Source: an optimization exercise on an open RTL-to-GDS flow (aim: small area). Production flows keep margins and buffers that such runs may drop. The RTL was checked by simulation tests, not by an equivalence proof against the original design. The clock port is modelled as an ideal driver; clocking choices that lean on that would not hold on a real chip. No activity file was given, so power comes from the tool's default toggle rates.

==> run P <==
==> flow/design.v <==
`timescale 1ns / 1ps
module guessing_game(
    input btnC, btnL, btnR, btnU, btnD, clk,
    input [15:0] sw,
    output [15:0] led,
    output [6:0] seg,
    output [3:0] an,
    output dp
    );
    wire rst = btnC;
    wire [3:0] bin = {btnU, btnR, btnD, btnL};
    reg  [3:0] o, w;
    reg  [4:0] s [0:3];
    reg  [3:0] z;
    reg  [4:0] c, nx;
    integer i;
    always @* for (i = 0; i < 4; i = i + 1) z[i] = w[i] & (s[i] == 5'd0);
    always @(posedge clk, posedge rst)
        if (rst) begin
            o <= 4'b0;
            w <= 4'b0;
        end else begin
            o <= o ^ z;
            w <= (bin ^ o) & ~z;
        end
    always @(posedge clk)
        for (i = 0; i < 4; i = i + 1) begin
            c  = s[i] ^ 5'd10;
            nx = {c[3:0], c[4] ^ c[2] ^ (c[3:0] == 4'd0)} ^ 5'd10;
            s[i] <= w[i] ? nx : 5'd30;
        end
    wire [3:0] B = o;
    reg [8:0] t;
    always @(posedge clk, posedge rst)
        if (rst) t <= 9'd0;
        else     t <= t + 9'd1;
    wire en = (&t[6:0]) & (sw[0] | (&t[8:7]));
    reg [1:0] k;
    reg x, p, tw;
    reg [3:0] cw, cl;
    wire [3:0] y = 4'b0001 << k;
    wire bz = (B == 4'b0);
    wire match = (B == y);
    always @(posedge clk, posedge rst)
        if (rst) begin
            k <= 2'd0; x <= 1'b0; p <= 1'b0; tw <= 1'b0;
        end else if (en) begin
            x  <= ~bz;
            p  <= x & ~p;
            if (~x) tw <= match;
            if (bz) k <= x ? 2'd0 : k + 2'd1;
        end
    always @(posedge clk, posedge rst)
        if (rst) begin
            cw <= 4'd0; cl <= 4'd0;
        end else if (en) begin
            if (p) begin
                if (tw) cw <= cw + 4'd1;
                else    cl <= cl + 4'd1;
            end else if (cw == 4'd9) begin
                cw <= 4'd10; cl <= 4'd10;
            end else if (cl == 4'd9) begin
                cw <= 4'd15; cl <= 4'd15;
            end
        end
    wire [1:0] sd = t[4:3];
    reg [3:0] dig;
    always @* case (sd)
        2'd0: dig = cl;
        2'd1: dig = (cw == 4'hA) ? 4'hA : 4'hF;
        2'd2: dig = cw;
        2'd3: dig = (cl == 4'hF) ? 4'hF : 4'hA;
    endcase
    reg [6:0] sg;
    always @* case (dig)
        4'h0: sg = 7'b1000000;
        4'h1: sg = 7'b1111001;
        4'h2: sg = 7'b0100100;
        4'h3: sg = 7'b0110000;
        4'h4: sg = 7'b0011001;
        4'h5: sg = 7'b0010010;
        4'h6: sg = 7'b0000010;
        4'h7: sg = 7'b1111000;
        4'h8: sg = 7'b0000000;
        4'h9: sg = 7'b0010000;
        4'hA: sg = 7'b0001000;
        4'hB: sg = 7'b0000011;
        4'hC: sg = 7'b1000110;
        4'hD: sg = 7'b0100001;
        4'hE: sg = 7'b0000110;
        4'hF: sg = 7'b0001110;
    endcase
    assign seg = sg;
    assign an  = ~(4'b0001 << sd);
    assign dp  = 1'b1;
    assign led = {cl, cw, B, y};
endmodule
==> flow/flow/run.sh <==
#!/bin/bash
# Own layout flow: the standard ORFS flow with three changes that only
# affect cell area:
#  - synthesis maps logic with an area-oriented ABC script (flow/area.abc)
#    and leaves half adders to ABC instead of fixed ha cells; the registers
#    are mapped exactly as in the standard synthesis;
#  - port buffers use sky130_fd_sc_hd__buf_1;
#  - the clock port drives three clkbuf_8, each driving a third of the
#    registers (flow/pre_cts.tcl), instead of a CTS tree.
set -euo pipefail
W=$PWD
export MY_ABC_SCRIPT=$W/flow/area.abc
cat > $W/my_synth.tcl <<EOT
proc abc {args} {
  set i [lsearch -exact \$args -script]
  if {\$i >= 0} { lset args [expr {\$i + 1}] \$::env(MY_ABC_SCRIPT) }
  yosys abc {*}\$args
}
proc extract_fa {args} {}
source $W/synth_recipe.tcl
EOT
sed "s|SYNTH_SCRIPT=[^ ]*|SYNTH_SCRIPT=$W/my_synth.tcl|" $W/standard.sh > $W/my_standard.sh
export BUFFER_PORTS_ARGS="-buffer_cell sky130_fd_sc_hd__buf_1"
export CLK_LEAF_BUF=sky130_fd_sc_hd__clkbuf_8
export CLK_GROUPS=3
export PRE_CTS_TCL=$W/flow/pre_cts.tcl
bash $W/my_standard.sh > $W/flow_make.log 2>&1
==> flow/flow/area.abc <==
strash
dch -f
amap
topo
==> flow/flow/pre_cts.tcl <==
# Clock distribution without a root buffer: the clock port drives
# CLK_GROUPS leaf buffers (CLK_LEAF_BUF) directly, each placed at the centre
# of its group of registers (groups are equal slices of the registers sorted
# by x). CTS is then told to leave these nets alone.
set dbu [[[ord::get_db] getTech] getDbUnitsPerMicron]
set sinks {}
foreach p [get_pins -of_objects [get_nets clk]] {
  set it [[sta::sta_to_db_pin $p] getInst]
  if {$it == "NULL"} continue
  set bb [$it getBBox]
  set x [expr {([$bb xMin] + [$bb xMax]) / 2.0 / $dbu}]
  set y [expr {([$bb yMin] + [$bb yMax]) / 2.0 / $dbu}]
  lappend sinks [list $x $y [get_full_name $p]]
}
set sinks [lsort -real -index 0 $sinks]
set n [llength $sinks]
set g $::env(CLK_GROUPS)
set skip [list clk]
for {set k 0} {$k < $g} {incr k} {
  set lo [expr {$k * $n / $g}]
  set hi [expr {($k + 1) * $n / $g - 1}]
  set pins {}; set sx 0; set sy 0
  foreach s [lrange $sinks $lo $hi] {
    lappend pins [get_pins [lindex $s 2]]
    set sx [expr {$sx + [lindex $s 0]}]; set sy [expr {$sy + [lindex $s 1]}]
  }
  set m [llength $pins]
  set cx [expr {$sx / $m}]; set cy [expr {$sy / $m}]
  set before [dict create]
  foreach i [get_cells *] { dict set before [get_full_name $i] 1 }
  insert_buffer -buffer_cell $::env(CLK_LEAF_BUF) -net clk -load_pins $pins -location [list $cx $cy]
  foreach i [get_cells *] {
    if {![dict exists $before [get_full_name $i]]} { set leaf $i }
  }
  set net [get_full_name [get_nets -of_objects [get_pins -of_objects $leaf -filter "direction==output"]]]
  puts "clock leaf [get_full_name $leaf] at $cx $cy drives $m registers on $net"
  lappend skip $net
}
set_cts_config -skip_nets $skip
==> flow/standard.sh <==
#!/bin/bash
# synth_recipe.tcl (not shown) runs the flow's synth.tcl, then flattens the netlist and writes it again
# the make line also repeats each setting of config.mk as NAME=value (left out here)
make -C /OpenROAD-flow-scripts/flow DESIGN_CONFIG=/design/flow/config.mk WORK_HOME=/design/flow/orfs CLKGATE_MAP_FILE= SYNTH_SCRIPT=/design/flow/synth_recipe.tcl "${@:-finish}"
==> flow/config.mk <==
export PLATFORM = sky130hd
export DESIGN_NAME = guessing_game
export DESIGN_NICKNAME = guessing_game
export VERILOG_FILES = /design/flow/design.v
export SDC_FILE = /design/flow/constraint.sdc
export NUM_CORES = 4
export LEC_CHECK = 0
export CAP_MARGIN = 20
export CORE_MARGIN = 2
export CORE_UTILIZATION = 40
export SLEW_MARGIN = 20
==> flow/constraint.sdc <==
create_clock -name core_clock -period 10.0 [get_ports {clk}]
set_input_delay 2.0000 -clock core_clock [delete_from_list [all_inputs] [get_ports {clk}]]
set_output_delay 2.0000 -clock core_clock [all_outputs]
set_load 0.01 [all_outputs]
==> inputs of run G, as changes to run P <==
--- a/flow/design.v
+++ b/flow/design.v
@@ -14,7 +14,7 @@
     reg  [3:0] z;
     reg  [4:0] c, nx;
     integer i;
-    always @* for (i = 0; i < 4; i = i + 1) z[i] = w[i] & (s[i] == 5'd0);
+    always @* for (i = 0; i < 4; i = i + 1) z[i] = w[i] & (s[i] == 5'd9);
     always @(posedge clk, posedge rst)
         if (rst) begin
             o <= 4'b0;
@@ -25,9 +25,9 @@
         end
     always @(posedge clk)
         for (i = 0; i < 4; i = i + 1) begin
-            c  = s[i] ^ 5'd10;
-            nx = {c[3:0], c[4] ^ c[2] ^ (c[3:0] == 4'd0)} ^ 5'd10;
-            s[i] <= w[i] ? nx : 5'd30;
+            c  = s[i] ^ 5'd13;
+            nx = {c[3:0], c[4] ^ c[2] ^ (c[3:0] == 4'd0)} ^ 5'd13;
+            s[i] <= w[i] ? nx : 5'd4;
         end
     wire [3:0] B = o;
     reg [8:0] t;
==> flow/flow/area.abc (replaced) <==
strash
&get -n
&deepsyn -T 30
&put
dch -f
amap
strash
dch -f
amap
topo
==> inputs of run Z, as changes to run P <==
==> flow/design.v, changed modules only <==
module guessing_game(
    input btnC, btnL, btnR, btnU, btnD, clk,
    input [15:0] sw,
    output [15:0] led,
    output [6:0] seg,
    output [3:0] an,
    output dp
    );
    wire rst = btnC;
    wire [3:0] bin = {btnU, btnR, btnD, btnL};
    reg  [3:0] o, w;
    reg  [4:0] s [0:3];
    reg  [3:0] z;
    reg  [4:0] c, nx;
    integer i;
    always @* for (i = 0; i < 4; i = i + 1) z[i] = w[i] & (s[i] == 5'd17);
    always @(posedge clk, posedge rst)
        if (rst) o <= 4'b0;
        else     o <= o ^ z;
    always @(posedge clk)
        if (rst) w <= 4'b0;
        else     w <= (bin ^ o) & ~z;
    always @(posedge clk)
        for (i = 0; i < 4; i = i + 1) begin
            c  = s[i] ^ 5'd11;
            nx = {c[3:0], c[4] ^ c[2] ^ (c[3:0] == 4'd0)} ^ 5'd11;
            s[i] <= w[i] ? nx : 5'd30;
        end
    wire [3:0] B = o;
    reg [8:0] t;
    wire [8:0] tn = t + 9'd1;
    always @(posedge clk, posedge rst)
        if (rst) t[4:3] <= 2'd0;
        else     t[4:3] <= tn[4:3];
    always @(posedge clk)
        if (rst) begin t[8:5] <= 4'd0; t[2:0] <= 3'd0; end
        else     begin t[8:5] <= tn[8:5]; t[2:0] <= tn[2:0]; end
    wire en = (&t[6:0]) & (sw[0] | (&t[8:7]));
    reg [1:0] k;
    reg x, p, tw;
    reg [3:0] cw, cl;
    wire [3:0] y = 4'b0001 << k;
    wire bz = (B == 4'b0);
    wire match = (B == y);
    always @(posedge clk, posedge rst)
        if (rst) begin
            k <= 2'd0; x <= 1'b0; p <= 1'b0; tw <= 1'b0;
        end else if (en) begin
            x  <= ~bz;
            p  <= x & ~p;
            if (~x) tw <= match;
            if (bz) k <= x ? 2'd0 : k + 2'd1;
        end
    always @(posedge clk, posedge rst)
        if (rst) begin
            cw <= 4'd0; cl <= 4'd0;
        end else if (en) begin
            if (p) begin
                if (tw) cw <= cw + 4'd1;
                else    cl <= cl + 4'd1;
            end else if (cw == 4'd9) begin
                cw <= 4'd10; cl <= 4'd10;
            end else if (cl == 4'd9) begin
                cw <= 4'd15; cl <= 4'd15;
            end
        end
    wire [1:0] sd = t[4:3];
    reg [3:0] dig;
    always @* case (sd)
        2'd0: dig = cl;
        2'd1: dig = (cw == 4'hA) ? 4'hA : 4'hF;
        2'd2: dig = cw;
        2'd3: dig = (cl == 4'hF) ? 4'hF : 4'hA;
    endcase
    reg [6:0] sg;
    always @* case (dig)
        4'h0: sg = 7'b1000000;
        4'h1: sg = 7'b1111001;
        4'h2: sg = 7'b0100100;
        4'h3: sg = 7'b0110000;
        4'h4: sg = 7'b0011001;
        4'h5: sg = 7'b0010010;
        4'h6: sg = 7'b0000010;
        4'h7: sg = 7'b1111000;
        4'h8: sg = 7'b0000000;
        4'h9: sg = 7'b0010000;
        4'hA: sg = 7'b0001000;
        4'hB: sg = 7'b0000011;
        4'hC: sg = 7'b1000110;
        4'hD: sg = 7'b0100001;
        4'hE: sg = 7'b0000110;
        4'hF: sg = 7'b0001110;
    endcase
    assign seg = sg;
    assign an  = ~(4'b0001 << sd);
    assign dp  = 1'b1;
    assign led = {cl, cw, B, y};
endmodule
--- a/flow/flow/run.sh
+++ b/flow/flow/run.sh
@@ -5,7 +5,7 @@
 #    and leaves half adders to ABC instead of fixed ha cells; the registers
 #    are mapped exactly as in the standard synthesis;
 #  - port buffers use sky130_fd_sc_hd__buf_1;
-#  - the clock port drives three clkbuf_8, each driving a third of the
+#  - the clock port drives three buf_6, each driving a third of the
 #    registers (flow/pre_cts.tcl), instead of a CTS tree.
 set -euo pipefail
 W=$PWD
@@ -21,7 +21,7 @@
 EOT
 sed "s|SYNTH_SCRIPT=[^ ]*|SYNTH_SCRIPT=$W/my_synth.tcl|" $W/standard.sh > $W/my_standard.sh
 export BUFFER_PORTS_ARGS="-buffer_cell sky130_fd_sc_hd__buf_1"
-export CLK_LEAF_BUF=sky130_fd_sc_hd__clkbuf_8
+export CLK_LEAF_BUF=sky130_fd_sc_hd__buf_6
 export CLK_GROUPS=3
 export PRE_CTS_TCL=$W/flow/pre_cts.tcl
 bash $W/my_standard.sh > $W/flow_make.log 2>&1
==> flow/flow/area.abc (replaced) <==
strash
&get -n
&deepsyn -T 30 -S 1
&put
dch -f
amap
strash
dch -f
amap
topo
==> comparison <==
Run P completed without violations. Run G completed without violations. Run Z completed with no timing, DRC or antenna violations. In run G the power is larger than in run P, by about 18%. Clock skew, lowest first: run G, run Z, run P. Setup slack: run P < run G < run Z. Against run P, the die area of run Z is smaller by 4.4%. Flip-flop and latch count is the same in run G and run P. First-iteration DRC count, lowest first: run P, run G, run Z. Against run Z, the maximum frequency of run P is lower by about 12%. Cell count: run P > run G > run Z. The lowest sequential power belongs to run Z, the highest to run G. Of run G and run Z, run G has the higher critical path depth (gap 2).
==> figures <==
Post-synthesis average cell area: run G 8.60 µm²; run Z 8.61 µm²; run P 8.39 µm²
Post-synth top flop: run G sky130_fd_sc_hd__dfrtp_1; run Z sky130_fd_sc_hd__dfxtp_1; run P sky130_fd_sc_hd__dfrtp_1
Time the worst path needs with I/O delays and setup: run G 4.74 ns; run Z 4.28 ns; run P 4.84 ns
Number of signal-net inverters in the final layout: run G 36; run Z 25; run P 44
Total wirelength of the detailed-routed design: run G 3680 µm; run Z 3780 µm; run P 3820 µm
Clock latency reported for the late side of the worst-skew pair: run G 0.16 ns; run Z 0.13 ns; run P 0.16 ns
Total net switching power: run G 138 µW; run Z 88.2 µW; run P 106 µW
Routed met1 length: run G 1830 µm; run Z 1910 µm; run P 1950 µm
Tap Count: run G 70; run Z 67; run P 70
Register clock-pin slew on the reported worst setup and hold paths: run G 0.10 ns; run Z 0.11 ns; run P 0.10 ns
Post-synthesis net count: run G 264; run Z 257; run P 275
Die Y: run G 76.1 µm; run Z 75.1 µm; run P 76.8 µm
Worst r2r dst: run G cl[3]; run Z cl[1]; run P cw[3]
Leakage power of the design: run G 0.000904 µW; run Z 0.000837 µW; run P 0.000948 µW
Cell type contributing the most total cell area after synthesis: run G sky130_fd_sc_hd__dfrtp_1; run Z sky130_fd_sc_hd__dfxtp_1; run P sky130_fd_sc_hd__dfrtp_1
Crit path arrival time: run G 2.74 ns; run Z 2.28 ns; run P 2.84 ns
Post-synthesis cell type count: run G 30; run Z 31; run P 28
Vias per std cell: run G 4.79; run Z 4.97; run P 4.80
Most frequent standard cell in the layout excluding fill and tap cells: run G sky130_fd_sc_hd__nor2_1; run Z sky130_fd_sc_hd__nor2_1; run P -
Outcome: run G finished clean; run Z finished clean; run P finished clean
Pin count of the biggest net entering global routing: run G 31; run Z 21; run P 31

-- afterwards: timing with drivers on the ports --
The flow's constraints put no driver on any port. The routed layouts listed below were extracted and timed again, unchanged, in two steps. Step 1 (the two cells are an assumption about what drives the block):
set clk [get_ports {clk}]
set_driving_cell -lib_cell sky130_fd_sc_hd__clkbuf_16 $clk
set_driving_cell -lib_cell sky130_fd_sc_hd__buf_2 [delete_from_list [all_inputs] $clk]
Step 2, shift: input delay + t, output delay - t, t = (earliest + latest rising clock arrival at the registers) / 2. This alone moves slack from input paths to output paths. Three values: ideal, step 1, step 2; two values: the first two.
run	shift t [ns]	setup slack, ns	pins driven straight from the clock port
run P	0.201	5.160 / 5.113 / 5.314	3
run G	0.200	5.264 / 5.217 / 5.417	3
run Z	0.175	5.721 / 5.676 / 5.851	3
After both steps every run listed still meets setup and hold.
